Context: an optimization exercise on an open-source flow, tuned for small area, a short achievable clock period and few clock cycles per item. The choices shown serve that exercise and are no tape-out recipe.
Only simulation tests tie the RTL to the original design; equivalence was not proved.

==> design/flow/constraint.sdc <==
create_clock -name core_clock -period 8.0 [get_ports {clk}]
set_input_delay 1.6000 -clock core_clock [delete_from_list [all_inputs] [get_ports {clk}]]
set_output_delay 1.6000 -clock core_clock [all_outputs]
set_load 0.01 [all_outputs]
==> design/flow/design.v <==
module joinC #(parameter N = 2)(
	input [N - 1 : 0] valid_in,
	output reg  [N - 1 : 0] ready_in,
	output valid_out,
	input ready_out
);
	assign valid_out = &valid_in; 
	reg[N - 1 : 0] singleValid;
	integer i, j;
	always @(*)begin
		for(i = 0; i < N; i = i + 1)begin
			singleValid[i] = 1;
			for(j = 0; j < N; j = j + 1)
				if(i != j)
					singleValid[i] = singleValid[i] & valid_in[j];
		end
		for(i = 0; i < N; i = i + 1)begin
			ready_in[i] = singleValid[i] & ready_out;
		end
	end
endmodule
module OEHB #(parameter INPUTS = 2,
		parameter OUTPUTS = 1,
		parameter DATA_IN_SIZE = 32,
		parameter DATA_OUT_SIZE = 32)
	(
		input clk,
		input rst,
		input [INPUTS * (DATA_IN_SIZE)- 1 : 0]data_in_bus,
		input [INPUTS - 1 : 0]valid_in_bus,
		output [INPUTS - 1 : 0] ready_in_bus,
		output [OUTPUTS * (DATA_OUT_SIZE) - 1 : 0]data_out_bus,
		output reg [OUTPUTS - 1 : 0]valid_out_bus,
		input 	[OUTPUTS - 1 : 0] ready_out_bus
);
	wire reg_en;
	reg [DATA_IN_SIZE - 1 : 0] data_reg;
	always@(posedge clk, posedge rst)
		if(rst)
			valid_out_bus[0] <= 0;
		else
			valid_out_bus[0] <= valid_in_bus[0] | ~ready_in_bus[0];
	always@(posedge clk, posedge rst)
		if(rst)
			data_reg <= 0;
		else if(reg_en)
			data_reg <= data_in_bus[0 * DATA_IN_SIZE +: DATA_IN_SIZE];
	assign data_out_bus[0 * DATA_OUT_SIZE +: DATA_OUT_SIZE] = data_reg;
	assign ready_in_bus[0] = ~valid_out_bus[0] | ready_out_bus[0];
	assign reg_en = ready_in_bus[0] & valid_in_bus[0];
endmodule
module delay_buffer #(parameter SIZE = 32) (
	input clk, rst,
	input valid_in, ready_in,
	output valid_out
);
	reg [SIZE - 1 : 0] shift_reg;
	always @(posedge clk)begin
		if(ready_in | rst)
			shift_reg[0] <= valid_in;
	end
	always @(posedge clk)begin
		if(rst)
			shift_reg[SIZE - 1 : 1] <= 0;
		else if(ready_in)
			shift_reg[SIZE - 1 : 1] <= shift_reg[SIZE - 2 : 0];
	end
	assign valid_out = shift_reg[SIZE - 1];
endmodule
module mul_4_stage (
	input clk, ce,
	input[31 : 0] a,
	input [31 : 0] b,
	output [31 : 0] p
);
	reg [31 : 0] a_reg, b_reg, q0, q1, q2;
	wire [63 : 0] mul_wire;
	assign mul_wire = a_reg * b_reg;
	wire [31 : 0] mul;
	assign mul = mul_wire[31 : 0];
	always @(posedge clk)
		if(ce)begin
			a_reg <= a;
			b_reg <= b;
			q0 <= mul;
			q1 <= q0;
			q2 <= q1;
		end
	assign p = q2;
endmodule
module mul_op #(parameter INPUTS = 2,
		parameter OUTPUTS = 1,
		parameter DATA_IN_SIZE = 32,
		parameter DATA_OUT_SIZE = 32)
		(
		input clk,
		input rst,
		input [INPUTS * (DATA_IN_SIZE)- 1 : 0]data_in_bus,
		input [INPUTS - 1 : 0]valid_in_bus,
		output [INPUTS - 1 : 0] ready_in_bus,
		output [OUTPUTS * (DATA_OUT_SIZE) - 1 : 0]data_out_bus,
		output [OUTPUTS - 1 : 0]valid_out_bus,
		input 	[OUTPUTS - 1 : 0] ready_out_bus
);
	localparam LATENCY = 4;
	wire [2 * DATA_OUT_SIZE - 1 : 0] temp_result;
	wire join_valid;
	wire buff_valid, oehb_valid, oehb_ready;
	wire oehb_dataOut, oehb_datain;
	joinC #(.N(INPUTS)) add_fork(.valid_in(valid_in_bus), .ready_in(ready_in_bus), .valid_out(join_valid), .ready_out(oehb_ready));
	mul_4_stage multiply_unit (.clk(clk), .ce(oehb_ready), .a(data_in_bus[0 * DATA_IN_SIZE +: DATA_IN_SIZE]), .b(data_in_bus[1 * DATA_IN_SIZE +: DATA_IN_SIZE]), .p(data_out_bus[0 * DATA_OUT_SIZE +: DATA_OUT_SIZE]));
	delay_buffer #(.SIZE(LATENCY - 1))delay_buff(.clk(clk), .rst(rst), .valid_in(join_valid), .ready_in(oehb_ready), .valid_out(buff_valid));
	OEHB #(.INPUTS(1), .OUTPUTS(1), .DATA_IN_SIZE(1), .DATA_OUT_SIZE(1)) oehb_buffer (.clk(clk), .rst(rst),
										 .data_in_bus(1'b0), .valid_in_bus(buff_valid), .ready_in_bus(oehb_ready),
										 .data_out_bus(oehb_dataOut), .valid_out_bus(valid_out_bus[0]), .ready_out_bus(ready_out_bus[0]));
endmodule
==> design/flow/run.sh <==
#!/bin/bash
# synth_recipe.tcl (not shown) runs the flow's synth.tcl, then flattens the netlist and writes it again
# the make line also repeats each setting of config.mk as NAME=value (left out here)
make -C /OpenROAD-flow-scripts/flow DESIGN_CONFIG=/design/flow/config.mk WORK_HOME=/design/flow/orfs CLKGATE_MAP_FILE= SYNTH_SCRIPT=/design/flow/synth_recipe.tcl finish
==> design/flow/config.mk <==
export PLATFORM = sky130hd
export DESIGN_NAME = mul_op
export DESIGN_NICKNAME = mul_op
export VERILOG_FILES = /design/flow/design.v
export SDC_FILE = /design/flow/constraint.sdc
export NUM_CORES = 4
export LEC_CHECK = 0
export CAP_MARGIN = 20
export CORE_MARGIN = 2
export CORE_UTILIZATION = 40
export SLEW_MARGIN = 20
==> impl_results.md <==
- Starting DRT DRC Count: 621
- R2R Path End: multiply_unit.q0[31]$_DFFE_PN_
- DPL Wire Length: 37.9 mm
- Antenna Nets Post-Route: 0
- Met3 track demand over resource: 0.0338
- Clock slew at the register clock pins of the worst setup and hold paths: 70 ps
- Final hold violation count: 0
- Via count of the first global-routing pass: 13900
- Layout cell share with drive strength beyond 1: 0.0338
- CTS tree: yes
- Clock tree root driver cell: sky130_fd_sc_hd__clkbuf_16
- Detailed-route wire length: 47.3 mm
- Hold Path Class: flip-flop to flip-flop
- Share of the synthesized area in compound gates (AO/OA/AOI/OAI): 0.0282
- Routed WL per cell: roughly 18 um
- Latest clock arrival within the worst-skew pair: 490 ps
- Area contributors post-synth: sky130_fd_sc_hd__fa_1 (39%), sky130_fd_sc_hd__edfxtp_1 (23%), sky130_fd_sc_hd__and2_1 (11%)
- # placed instances: 2600
- Final Worst Setup Slack: around 590 ps
- Min-Delay Startpoint: multiply_unit.q1[9]$_DFFE_PN_
- Top cell type by total area after synthesis: sky130_fd_sc_hd__fa_1
- Top cell type's share of synthesized area: 0.393
- Startpoint of the worst-slack reg-to-reg timing path: multiply_unit.b_reg[8]$_DFFE_PN_
- Largest clock skew in the final design: about 14 ps
- Critical path class: flip-flop to flip-flop
- Share of synthesized area spent on multiplexers: 0.000963
- Nature of the critical path endpoint: flip-flop
- Starting density of the core: 0.405
- Total I/O pin count: between 100 and 150
- Number of pins exceeding their max-slew limit in the final report: 0
- Predominant post-synthesis flop cell: sky130_fd_sc_hd__edfxtp_1
- CTS resizes: 0
- Total overflow reported by the global router: 0
- Fill cells: 4740
- Crit path max-delay cell type: sky130_fd_sc_hd__edfxtp_1
- Cell repeated most along the worst path: sky130_fd_sc_hd__fa_1
- Most utilized layer in the global route result: met2
- Antenna diodes: 0
- Kind of start point of the critical path: flip-flop
- Row cnt: 83
- RSZ-0062 raised after global routing: no
- GP Congestion: 0.844
- GR met1 Demand/Resource: 0.257
- Full die area: 53800 um^2
- Async set-reset flop share out of synthesis: 0.00610
- Number of enable-type register cells in the synthesized netlist: 161
- Global-route wire length before repair: between 70 and 80 mm
- Clock period minus worst slack: 7410 ps
- Final layout net count: 2542
- Synthesized-area fraction occupied by xor and xnor cells: 0.0354
- Area fraction in and, or, nand and nor cells after synthesis: 0.152
- Multi-input gate area in the final layout: 14200 um^2
- Share of the yosys chip area belonging to registers: 0.236
- Signed area change from the synthesized netlist to the final layout: 11.2%
- Arrival time at the worst endpoint: 7630 ps
- Placeable core region: 51400 um^2
- Crit Path Max Fanout: 24
- Slew @ Worst Pin: roughly 1100 ps
- Number of levels in the clock H-tree: 4
- Average instance area after synthesis: 11.0 um^2
- Post-route fraction of the period consumed by the critical path: 0.927
- Netlist area before placement: 20800 um^2
- Vias/cell: between 4 and 5
- Num Clock Sinks: around 160
- Pin count of the biggest net entering global routing: 73
- Max_cap viols: 0
- Highest Clock Rate: 135 MHz
- Post-Syn Instances: 1885
- All-layer global routing usage: 0.191
- Met2 usage in global routing: 0.313
- Non-Filler Instances: roughly 2600
- Count of endpoints failing setup in the final report: 0
- Die boundary height: roughly 230 um
- Vias: around 13000
- Maximum cell stage delay along the critical path: just over 1000 ps
- Outcome: complete, no violations
- Synthesized-area fraction occupied by adder cells: 0.467
- Total DRC errors in the routed layout: 0
- Post-CTS Setup Repair Bufs: 0
- # port buffers: about 100
- Cell-by-cell listing of the critical path: nand2_1 > fa_1 > inv_1 > fa_1 > fa_1 > inv_1 > fa_1 > inv_1 > fa_1 > fa_1 > fa_1 > fa_1 > ha_1 > a21o_1 > a21oi_2 > o21ai_1 > a221o_1 > a21oi_2 > o31ai_4 > a311oi_2 > xnor2_1
- Destination of the worst hold path: multiply_unit.q2[9]$_DFFE_PN_
- Number of nets in the synthesized netlist: 2485
- Worst-case register-to-register setup slack: 590 ps
- Yosys synthesis warning count: 4
- Number of antenna violations at the first check in global routing: 0
- Critical path required time: about 8000 ps
- Width of the die: 232 um
- Setup WS pre-CTS: 582 ps
- TritonCTS buffer count: 17
- Hold Crit Depth: 0
- Number of storage elements in the synthesis netlist: ~160
- Final total negative setup slack: 0 ps
- Combinational family with the most area after synthesis: adder cells
- Number of buffers added to fix hold violations after cts: 0
- Depth of the worst register-to-register path: 21
- Sequential cell area: approximately 5000 um^2
- Buffer depth of the longest clock path: 2
- Number of different library cells in the post-synthesis netlist: 48
- Number of search-and-repair iterations in the first detailed-routing pass: 7
- Max-slew headroom at the worst pin: 0.244
-- per-stage QoR --
stage / hold WS, ps / instance area (um^2) / utilization
2_1_floorplan: 400 / 20800 / -
3_3_place_gp: 403 / 22500 / 0.437
3_5_place_dp: 405 / 22500 / 0.437
4_1_cts: 421 / 23100 / 0.449
5_1_grt: 422 / 23100 / 0.450
6_report: 419 / 23100 / 0.450
-- area by class of cell --
type / instances / area share
Clock buffer: 18 / 0.0186
Clock inverter: 14 / 0.00730
Inverter: 366 / 0.0594
Multi-Input combinational cell: 1273 / 0.615
Sequential cell: 164 / 0.212
Tap cell: 680 / 0.0368
Timing Repair Buffer: 120 / 0.0511
-- layout by cell type (no fill, tap or decap), types with 4 or more instances in the layout --
master                            synthesis  routed
sky130_fd_sc_hd__edfxtp_1               161     161
sky130_fd_sc_hd__and3_1                   4       4
sky130_fd_sc_hd__o21ai_0                  7       7
sky130_fd_sc_hd__and2_1                 370     370
sky130_fd_sc_hd__nand2_1                163     163
sky130_fd_sc_hd__nor3_1                   4       4
sky130_fd_sc_hd__nor2_1                  17      17
sky130_fd_sc_hd__a21oi_1                 20      20
sky130_fd_sc_hd__clkbuf_16                0      17
sky130_fd_sc_hd__fa_1                   408     408
sky130_fd_sc_hd__inv_1                  366     366
sky130_fd_sc_hd__xnor2_1                 64      64
sky130_fd_sc_hd__buf_4                    0      14
sky130_fd_sc_hd__ha_1                   123     123
sky130_fd_sc_hd__o21a_1                   6       6
sky130_fd_sc_hd__clkdlybuf4s50_1          0     103
sky130_fd_sc_hd__xor2_1                  20      20
sky130_fd_sc_hd__nand3_1                  5       5
sky130_fd_sc_hd__nand2b_1                 5       4
sky130_fd_sc_hd__a21o_1                  12      12
sky130_fd_sc_hd__o21bai_1                 5       5
sky130_fd_sc_hd__clkinvlp_4               0       5
sky130_fd_sc_hd__inv_8                    0       4
-- metal layers --
metal  vias to the layer above  routed length (um)  part of all wire
met2                       226               23000              0.49
met1                      6575               21400              0.45
met3                        48                1740             0.037
met5                         -                   0                 0
met4                         0                1110             0.023
li1                       5770                   -                 -
-- logic make-up after synthesis --
kind of cell,after synthesis
flip-flops,164
AO/OA/AOI/OAI,78
multiplexers,2
buffers and inverters,448
adder cells (fa/ha/maj),531
AND/OR/NAND/NOR,578
XOR/XNOR,84
-- worst max-delay path: cells and delay by family, from the launching register on --
family                   cells  cell delay (ps)
adder cells (fa/ha/maj)      9             4190
AO/OA/AOI/OAI                7             1420
flip-flops                   1             1010
AND/OR/NAND/NOR              1              210
buffers and inverters        3              200
XOR/XNOR                     1              100
-- synth_stat cells, types with 3 or more instances --
library cell / number
sky130_fd_sc_hd__fa_1: 408
sky130_fd_sc_hd__and2_1: 370
sky130_fd_sc_hd__inv_1: 366
sky130_fd_sc_hd__nand2_1: 163
sky130_fd_sc_hd__edfxtp_1: 161
sky130_fd_sc_hd__ha_1: 123
sky130_fd_sc_hd__clkbuf_1: 81
sky130_fd_sc_hd__xnor2_1: 64
sky130_fd_sc_hd__a21oi_1: 20
sky130_fd_sc_hd__xor2_1: 20
sky130_fd_sc_hd__nor2_1: 17
sky130_fd_sc_hd__a21o_1: 12
sky130_fd_sc_hd__o21ai_0: 7
sky130_fd_sc_hd__o21a_1: 6
sky130_fd_sc_hd__nand2b_1: 5
sky130_fd_sc_hd__nand3_1: 5
sky130_fd_sc_hd__o21bai_1: 5
sky130_fd_sc_hd__and3_1: 4
sky130_fd_sc_hd__nor3_1: 4
sky130_fd_sc_hd__a21oi_2: 3
sky130_fd_sc_hd__nand4_1: 3
sky130_fd_sc_hd__o21ai_2: 3
sky130_fd_sc_hd__o31ai_1: 3
-- worst max path at each step --
stage / start / end / cells after the start
after detailed placement: multiply_unit.b_reg[8]$_DFFE_PN_ / multiply_unit.q0[30]$_DFFE_PN_ / 23
final: multiply_unit.b_reg[8]$_DFFE_PN_ / multiply_unit.q0[31]$_DFFE_PN_ / 21
after global placement: multiply_unit.b_reg[8]$_DFFE_PN_ / multiply_unit.q0[31]$_DFFE_PN_ / 23
after CTS: multiply_unit.b_reg[8]$_DFFE_PN_ / multiply_unit.q0[30]$_DFFE_PN_ / 23
after global routing: multiply_unit.b_reg[8]$_DFFE_PN_ / multiply_unit.q0[29]$_DFFE_PN_ / 23
after floorplan: multiply_unit.a_reg[13]$_DFFE_PN_ / multiply_unit.q0[31]$_DFFE_PN_ / 22
Testbench counts, summed over its fixed seeds: cycles 2,432, items 2,400.

## port drivers added, routing unchanged
In the flow no input, the clock included, has a driving cell. The finished layout below was timed again as built, in two steps.
Step 1: set_driving_cell puts a clkbuf_16 on clk and a buf_2 on each other input, an assumption about the parent block.
Step 2 times the ports against the registers' clock, not the clock port: input delays grow and output delays shrink by t, the midpoint of the rising clock arrivals with the driver on.
Three values: ideal, step 1, step 2; two values: the first two.
shift t [ns]: 0.537
slack for setup (ns): 0.585 / 0.585 / 0.585
worst hold slack (ns): 0.419 / 0.419 / 0.419
After both steps setup and hold are still met in this run. For this run, drivers alone change the setup slack by 0.000 ns; drivers and shift together by 0.000 ns.
